Context: an optimization exercise on an open-source flow, tuned for small area. The choices shown serve that exercise and are no tape-out recipe.
At most, simulation tests tie the RTL to the original design; equivalence was not proved.
Power is estimated from default activity; no workload was simulated.

job 9597:
Design flappybird, start of the top module:
module flappybird(
  input  clk_100,
  input  rst,
  input  up,
  input  start,
  input  button,
  output wire audio,
  output wire [2:0] r,
  output wire [2:0] g,
  output wire [1:0] b,
  output wire hs,
  output wire vs,
  output wire [6:0] seven_seg,
  output wire [7:0] seg_select
);
Size: ~990 cells after synthesis, roughly 130 flip-flops, ~31 I/O pins, ~0.0071 sq mm of cells after synthesis.
export LEC_CHECK = 0
export CAP_MARGIN = 20
export CORE_MARGIN = 2
export CORE_UTILIZATION = 60
export PLACE_DENSITY = 0.75
export SLEW_MARGIN = 20
create_clock -name core_clock -period 10.0 [get_ports {clk_100}]
standard.sh (not shown) runs the stock make flow with config.mk's settings and CLKGATE_MAP_FILE= SYNTH_SCRIPT=/design/flow/synth_recipe.tcl, a recipe that flattens the netlist after the stock synthesis.
==> flow/flow/run.sh <==
#!/bin/bash
set -uo pipefail
rm -rf myscripts
cp -r "$FLOW_HOME/scripts" myscripts
STAT=orfs/reports/sky130hd/flappybird/base/synth_stat.txt
best=""; best_area=""
for x in a a2 a3 b c; do
  if [[ $x == c && -n $best ]]; then break; fi
  rm -rf orfs
  cp flow/abc_$x.script myscripts/abc_speed.script
  if bash standard.sh SCRIPTS_DIR="$PWD/myscripts" ADDER_MAP_FILE= synth > synth_$x.log 2>&1 && [[ -f $STAT ]]; then
    area=$(awk '/Chip area for module/ {print $NF}' $STAT | tail -1)
    echo "synthesis $x: area $area" >> synth_choice.log
    if [[ -z $best ]] || awk "BEGIN {exit !($area < $best_area)}"; then
      rm -rf orfs_best; mv orfs orfs_best; best=$x; best_area=$area
    fi
  else
    echo "synthesis $x: failed" >> synth_choice.log
  fi
done
[[ -n $best ]] || exit 1
echo "kept $best" >> synth_choice.log
rm -rf orfs; mv orfs_best orfs
set -e
CTS="-sink_clustering_enable -repair_clock_nets -dont_use_dummy_load -buf_list"
bash standard.sh "BUFFER_PORTS_ARGS=-buffer_cell sky130_fd_sc_hd__buf_1" \
  "CTS_ARGS=$CTS sky130_fd_sc_hd__clkbuf_4" > layout.log 2>&1
R=orfs/results/sky130hd/flappybird/base
slew=$(SLEW_ODB=$R/6_final.odb SLEW_SDC=$R/6_final.sdc SLEW_SPEF=$R/6_final.spef \
  SLEW_LIB="$FLOW_HOME/platforms/sky130hd/lib/sky130_fd_sc_hd__tt_025C_1v80.lib" \
  openroad -no_init -exit flow/clkslew.tcl 2>&1 | tee slew.log | awk '/^CLK_PIN_SLEW_MAX/ {print $2}') || true
echo "clkbuf_4 clock tree: clock-pin slew ${slew:-unknown} ns" >> cts_choice.log
if [[ -z $slew ]] || awk "BEGIN {exit !($slew > 0.124)}"; then
  echo "redoing the clock tree with clkbuf_8" >> cts_choice.log
  bash standard.sh clean_cts clean_route clean_finish > clean.log 2>&1
  rm -f out/final.def
  bash standard.sh "BUFFER_PORTS_ARGS=-buffer_cell sky130_fd_sc_hd__buf_1" \
    "CTS_ARGS=$CTS sky130_fd_sc_hd__clkbuf_8" > layout_clkbuf_8.log 2>&1
fi
==> flow/flow/abc_a2.script <==
strash
dc2
&get -n
&deepsyn -T 150 -S 5
&put
dch -f
amap
mfs3 -a -e
topo
==> flow/flow/abc_a3.script <==
strash
dc2
&get -n
&deepsyn -T 150 -S 9
&put
dch -f
amap
mfs3 -a -e
topo
Other scripts of this flow, unchanged in this note and not shown: flow/flow/abc_a.script, flow/flow/abc_b.script, flow/flow/abc_c.script, flow/flow/clkslew.tcl
Edits applied to the flow inputs when going from job 9597 to job 1703:
--- a/flow/flow/run.sh
+++ b/flow/flow/run.sh
@@ -6,3 +6,3 @@
 best=""; best_area=""
-for x in a a2 a3 b c; do
+for x in a b c; do
   if [[ $x == c && -n $best ]]; then break; fi
removed: flow/flow/abc_a2.script
removed: flow/flow/abc_a3.script
Results
- Shortest clock period the worst path allows after layout: job 1703 vs job 9597 down 380 ps
- There was hardly any difference in power consumed by the clock network between job 1703 and job 9597.
- Looking at floorplan die height, job 1703 sits 0.82 microns above job 9597.
- Setup skew after layout ends up higher on job 9597.
- Compared with job 9597, job 1703 instantiates a larger number of standard cells.
- The lower switching power as a share of total power came out of job 1703.
- Diff job 9597 -> job 1703: worst setup slack went up by 380 ps; global router's overall resource usage went up by 1.7 points; utilization went up by 0.53 points; hold-critical path depth went down by 1.
Setup changes, job 1703 to job 8731
--- a/flow/flow/run.sh
+++ b/flow/flow/run.sh
@@ -6,3 +6,3 @@
 best=""; best_area=""
-for x in a b c; do
+for x in a a2 b c; do
   if [[ $x == c && -n $best ]]; then break; fi
==> flow/flow/abc_a2.script (new file) <==
strash
dc2
&get -n
&deepsyn -T 150 -S 5
&put
dch -f
amap
mfs3 -a -e
topo
## What came out
Job 8731 finished every step from synthesis to the final layout, and the layout passed the timing, DRC and antenna checks.
In job 8731, the first-pass iteration count of the detailed router came out 13 below the value in job 1703.
Of the two candidates, job 1703 has the better setup slack of the critical path after layout and job 8731 the worse one.
Run comparison: job 1703 largest family of logic cells by synthesized area compound AO/OA/AOI/OAI gates; job 8731 largest family of logic cells by synthesized area simple AND/OR/NAND/NOR gates
Going from job 1703 to job 8731, the non-clock buffer count was found to have gone up by 3.4%.
Job 8731 -> job 1703: power in sequential cells flat
On worst hold slack, the higher figure sits with job 1703, not job 8731.
Summary of job 8731 over job 1703: relative contribution of the clock network to total power rose by 0.3 points, slew at the pin closest to its max-slew limit barely changed.

flappybird, a different RTL version from the one above (not shown whole).
Size in the first run: about 1100 cells after synthesis, about 140 flip-flops, ~0.0073 mm2 of cells after synthesis.
Settings: LEC_CHECK=0, CAP_MARGIN=20, CORE_MARGIN=2, CORE_UTILIZATION=40, PLACE_DENSITY=0.6, SLEW_MARGIN=20; clock period 10.0 ns.
==> flow/flow/run.sh <==
#!/bin/bash
# Standard ORFS layout, but synthesis maps the logic for area: an area-oriented ABC script in
# place of the speed script, and no half/full-adder cell mapping. Registers, their names and
# cell types are those of the standard synthesis (same synth_recipe.tcl, same flop mapping).
set -euo pipefail
rm -rf myscripts
cp -r "$FLOW_HOME/scripts" myscripts
cp flow/abc_area.script myscripts/abc_speed.script
bash standard.sh SCRIPTS_DIR="$PWD/myscripts" ADDER_MAP_FILE= synth > synth.log 2>&1
bash standard.sh > layout.log 2>&1
==> flow/flow/abc_area.script <==
strash
dc2
&get -n
&deepsyn -T 150
&put
dch -f
amap
topo
The baseline produced a clean layout.
Next try:
==> flow/flow/abc_area.script (replaced) <==
strash
dc2
dch -f
amap
topo
Outcome: Cell area rose by about 8%; setup slack loses 0.30 ns; utilization falls by 0.18 points; worst hold slack gains 0.0054 ns; via count goes up by about 13%; clock-buffer cell count went up by 4.
Next try:
--- a/flow/flow/run.sh
+++ b/flow/flow/run.sh
@@ -4,0 +5 @@
+# Clock tree: smaller buffers and no dummy loads.
@@ -10 +11 @@
-bash standard.sh > layout.log 2>&1
+bash standard.sh "BUFFER_PORTS_ARGS=-buffer_cell sky130_fd_sc_hd__buf_1" "CTS_ARGS=-sink_clustering_enable -repair_clock_nets -dont_use_dummy_load -buf_list sky130_fd_sc_hd__clkbuf_4 -sink_clustering_size 30 -sink_clustering_max_diameter 120" > layout.log 2>&1
CORE_UTILIZATION = 60   (was 40)
PLACE_DENSITY = 0.75   (was 0.6)
Effect: Critical path depth stays the same. Synthesized area is unchanged. Setup slack gains 0.067 ns. Wire length goes down by a few percent. Final area goes down by a little under a tenth.
No functional check of the RTL was part of any run of this note.

[port drivers added, routing unchanged]
Ports are ideal in the flow. The routed layouts listed here were re-timed in OpenROAD. Step 1 sets driving cells, clkbuf_16 on the clock port and buf_2 on the other inputs (assumed; they add their load-dependent delay and slew). Step 2 adds t to the input delays and takes it off the output delays; t is the mean of the earliest and latest rising clock arrival at the registers after step 1. Input paths then give back, and output paths get back, about the clock's delay inside the block. Three values: no drivers, after step 1, after step 2; two values: the first two.
run | t, ns | slack for setup (ns) | cell pins on the clock port's net
job 9597 | 0.569 | 4.732 / 4.732 / 4.732 | 1
job 1703 | 0.533 | 5.108 / 5.108 / 5.108 | 1
job 8731 | 0.569 | 4.686 / 4.686 / 4.686 | 1
the first run of note 2 | 0.461 | 5.013 / 4.990 / 4.722 | 1
the second run of note 2 | 0.467 | 4.715 / 4.715 / 4.715 | 1
the third run of note 2 | 0.587 | 4.783 / 4.783 / 4.783 | 1
After both steps every run listed still meets setup and hold. The setup slack of the first run of note 2, which loses most, moves by -0.023 ns with the drivers and by -0.291 ns with both steps.
